This design comes from an exercise in tuning for small area on the open sky130 flow, not from production work.
Only simulation tests tie the RTL to the original design; equivalence was not proved.

==> flow/design.v, too long to show whole: its modules and the start of the top module <==
// module cordic_rotation_top: 4942 lines
module cordic_rotation_top(
    input clk, input nreset, input enable,
    input signed [15:0] x_vec_in, input signed [15:0] y_vec_in,
    input [19:0] target_angle,
    output wire signed [15:0] x_vec_out, output wire signed [15:0] y_vec_out,
    output reg done);
  // ...
==> flow/run.sh <==
#!/bin/bash
# synth_recipe.tcl (not shown) runs the flow's synth.tcl, then flattens the netlist and writes it again
# the make line also repeats each setting of config.mk as NAME=value (left out here)
make -C /OpenROAD-flow-scripts/flow DESIGN_CONFIG=/design/flow/config.mk WORK_HOME=/design/flow/orfs CLKGATE_MAP_FILE= SYNTH_SCRIPT=/design/flow/synth_recipe.tcl finish
==> flow/config.mk <==
export PLATFORM = sky130hd
export DESIGN_NAME = cordic_rotation_top
export DESIGN_NICKNAME = cordic_rotation_top
export VERILOG_FILES = /design/flow/design.v
export SDC_FILE = /design/flow/constraint.sdc
export NUM_CORES = 4
export LEC_CHECK = 0
export ABC_AREA = 1
export CAP_MARGIN = 20
export CORE_MARGIN = 2
export CORE_UTILIZATION = 40
export CTS_CLUSTER_DIAMETER = 100
export CTS_CLUSTER_SIZE = 34
export GPL_TIMING_DRIVEN = 0
export PLACE_DENSITY = 0.6
export SLEW_MARGIN = 20
==> flow/constraint.sdc <==
create_clock -name core_clock -period 6.0 [get_ports {clk}]
set_input_delay 1.2000 -clock core_clock [delete_from_list [all_inputs] [get_ports {clk}]]
set_output_delay 1.2000 -clock core_clock [all_outputs]
set_load 0.01 [all_outputs]
==> flow_summary.toml, run 1 <==
[synthesis]
yosysMostFrequentCell = "nand2_1"
synth_ff_type = "dfxtp_1"
synth-compound-area-share = 0.06100
synth.area.top_cells = "dfxtp_1, xor2_1, ha_1"

[setup_path]
critPathSlowestCell = "fa_1"
start_kind = "register"
critPathArrivalTime_ns = 6.28
cpMostUsedCell = "a21o_1"

[clocking]
clk_latency_ns = 0.58
holdBufCountCts = 0

[route]
drc = 0
totalWireLength_um = 60560
wl_met3_um = 1360
top_layer_used = "met4"
dr.pass1.iters = 5

[timing]
tightest_slew_ns = 0.8606
finalCritPeriodShare = 0.9606
tns_ns = 0
slew_violations = 0

[layout]
sh_seq_area = 0.2089
drive_gt1_frac = 0.09272

[global_route]
met1_usage = 0.1790
top_usage_layer = "met2"
grt_pass1_wl_um = 102800

[outcome]
outcome = "finished clean"
==> run 2, diff against run 1 <==
--- a/flow/config.mk
+++ b/flow/config.mk
@@ -8,9 +8,9 @@
 export ABC_AREA = 1
 export CAP_MARGIN = 20
 export CORE_MARGIN = 2
-export CORE_UTILIZATION = 40
+export CORE_UTILIZATION = 55
 export CTS_CLUSTER_DIAMETER = 100
-export CTS_CLUSTER_SIZE = 34
+export CTS_CLUSTER_SIZE = 30
 export GPL_TIMING_DRIVEN = 0
-export PLACE_DENSITY = 0.6
+export PLACE_DENSITY = 0.75
 export SLEW_MARGIN = 20
==> run 2 against run 1 <==
Against the previous run:
- sequential share of layout area up 0.42 points
- routed wire length fell by 1.4%
==> flow_summary.toml, run 2 <==
[layout]
drive_gt1_frac = 0.08239
finalInstanceArea_um2 = 34540
fin_nets = 4540
n_antenna_cell = 0
area_growth_pct = 10.65
final_cell_mix = "nand2_1, inv_1, xor2_1, dfxtp_1, ha_1"
final_common_cell = "nand2_1"
fillers = 4800

[synthesis]
yosysMostFrequentCell = "nand2_1"
yosys.area.top_type = "dfxtp_1"
synth_ff_type = "dfxtp_1"
synth_cells = 3841
async_flop_share = 0
synth_edf_count = 0
synth_top_area_share = 0.2354
synth_nets = 4397
syn_area_um2 = 31220
synth_commonest_cells = "nand2_1, inv_1, xor2_1, dfxtp_1, ha_1"
synth.distinct_cells = 56
synth_warnings = 1
synth.area.top_cells = "dfxtp_1, xor2_1, ha_1"
synth.avg_cell_area_um2 = 8.127
yosysSeqAreaShare = 0.2354
synth_seq_cells = 367

[clocking]
clk_pin_slew_ns = 0.11
cts_sinks = 367
clockBufferDepth = 3
cts-buffers-inserted = 20
clk_latency_ns = 0.57
holdBufCountCts = 0
root_buffer = "clkbuf_16"
cts_tree = "yes"
cts-htree-levels = 1

[global_route]
antenna_found_initial = 0
grt_pass1_wl_um = 101900
grt_pass1_vias = 23090
grt_max_degree = 31
grt-ovfl-total = 0
grt_use_total = 0.2038

[timing]
layout_setup_ws_ns = 0.1453
finalSetupViolations = 0
hold_viol_final = 0
finalCritPeriodShare = 0.9758
rsz0062_at_grt = "true"
tns_ns = 0
slew_headroom = 0.2921
hold_ws_ns = 0.3420
tightest_slew_ns = 1.058
slew_violations = 0
min_period_ns = 5.855
max_freq_mhz = 170.8
skew_ns = 0.03526

[route]
vias_per_cell = 4.892
drc = 0
routedWlPerCell_um = 12.57
num_vias = 23230
dr.pass1.iters = 5
drt_iter0_markers = 948
ant_nets = 0
totalWireLength_um = 59700

[hold_path]
hold_path.class = "register to register"

[flow_run]
max_cap_violations = 0

[setup_path]
cpMostUsedCell = "nor2_1"
critPathArrivalTime_ns = 6.34
cpPeakStageDelay_ns = 0.35
crit_buf_inv = 5
crit_path_end_kind = "register"
start_kind = "input port"
crit_fanout = 6
cp.required_ns = 6.48
critical_path_class = "input port to register"
critPathTopFamily = "simple AND/OR/NAND/NOR gates"
critPathSlowestCell = "o21ai_4"

[placement]
placed_area_um2 = 33070
place_ws_ns = -1.549
port_buffers = 86
place_congestion = 0.8846
hpwl_um = 49780

[floorplanning]
dieArea_um2 = 58680
start_util = 0.5547
num_io_pins = 88
rows = 87
core_area_um2 = 56280
die_x_um = 242.2
die_y_um = 242.2

[outcome]
outcome = "finished clean"
## run 2: cell counts after synthesis
No cell type changed its count.
## run 2: cell type report
class | instances | area (um^2) | area share
inverters | 627 | 2360 | 0.06831
clock inverters | 10 | 173.9 | 0.005035
multi-input cells | 2802 | 21730 | 0.6289
flip-flops and latches | 367 | 7360 | 0.2131
plain buffers | 41 | 270.3 | 0.007824
well taps | 756 | 945.9 | 0.02738
repair buffers | 125 | 1182 | 0.03423
clock buffers | 21 | 525.5 | 0.01521
## run 2: per-stage QoR
step / util / instances
2_1_floorplan: - / 3841
3_3_place_gp: 0.5875 / 4683
3_5_place_dp: 0.5876 / 4683
4_1_cts: 0.6041 / 4721
5_1_grt: 0.6138 / 4749
6_report: 0.6138 / 4749
## run 2: worst paths after layout
| kind | end | cells past startpoint | start | slack, ns |
|---|---|---|---|---|
| worst max-delay path | q2_p1[13] | 39 | target_angle[17] | 0.15 |
| worst min-delay path | q10_p5[1] | 0 | q8_p4[1] | 0.34 |
| worst max register to register | myo_p9[15] | 29 | dd14_p8 | 0.21 |
| worst min register to register | q10_p5[1] | 0 | q8_p4[1] | 0.34 |
## run 2: repair_timing
action                                  4_1_cts  5_1_grt
cloned                                        0        1
pin swaps                                     7       32
resized for setup                            52      112
buffers inserted                             10       28
hold endpoints to repair                      0        0
endpoints found under the setup margin       52       54
## run 2: cell families after synthesis
kind of cell,synth area share
simple gates,0.1787
compound gates,0.06100
flops,0.2354
xor+xnor,0.2039
fa+ha+maj,0.2359
buf+inv,0.08305
mux,0.002044
## run 2: routing by layer
layer | wire [um] | GRT usage | share of wire | vias to the layer above
met4 | 1677 | 0.06300 | 0.028 | 0
met1 | 25650 | 0.2323 | 0.43 | 10620
met3 | 1473 | 0.01839 | 0.025 | 84
met5 | 0 | 0 | 0 | -
met2 | 30890 | 0.3972 | 0.52 | 285
li1 | - | - | - | 12250

## port drivers added, routing unchanged
The results above use ideal ports. As a check the final layouts listed here were re-extracted and re-timed, cells and wires unchanged. Step 1 sets driving cells, clkbuf_16 on the clock port and buf_2 on the other inputs (assumed; they add their load-dependent delay and slew). Step 2 also shifts input and output timing later by t, the mid clock arrival at the registers, as if the neighbouring blocks saw the same clock. Slacks: ideal ports / drivers / drivers and shift; pairs: ideal ports / drivers.
run | shift t [ns] | setup WS [ns] | worst setup path after step 2
run 1 | 0.635 | 0.237 / 0.237 / -0.358 | input to register
run 2 | 0.614 | 0.145 / 0.177 / -0.437 | input to register
Met with ideal ports but missed after step 2: setup timing in run 1 and run 2. The setup slack of run 1, which loses most, moves by 0.000 ns with the drivers and by -0.595 ns with both steps.
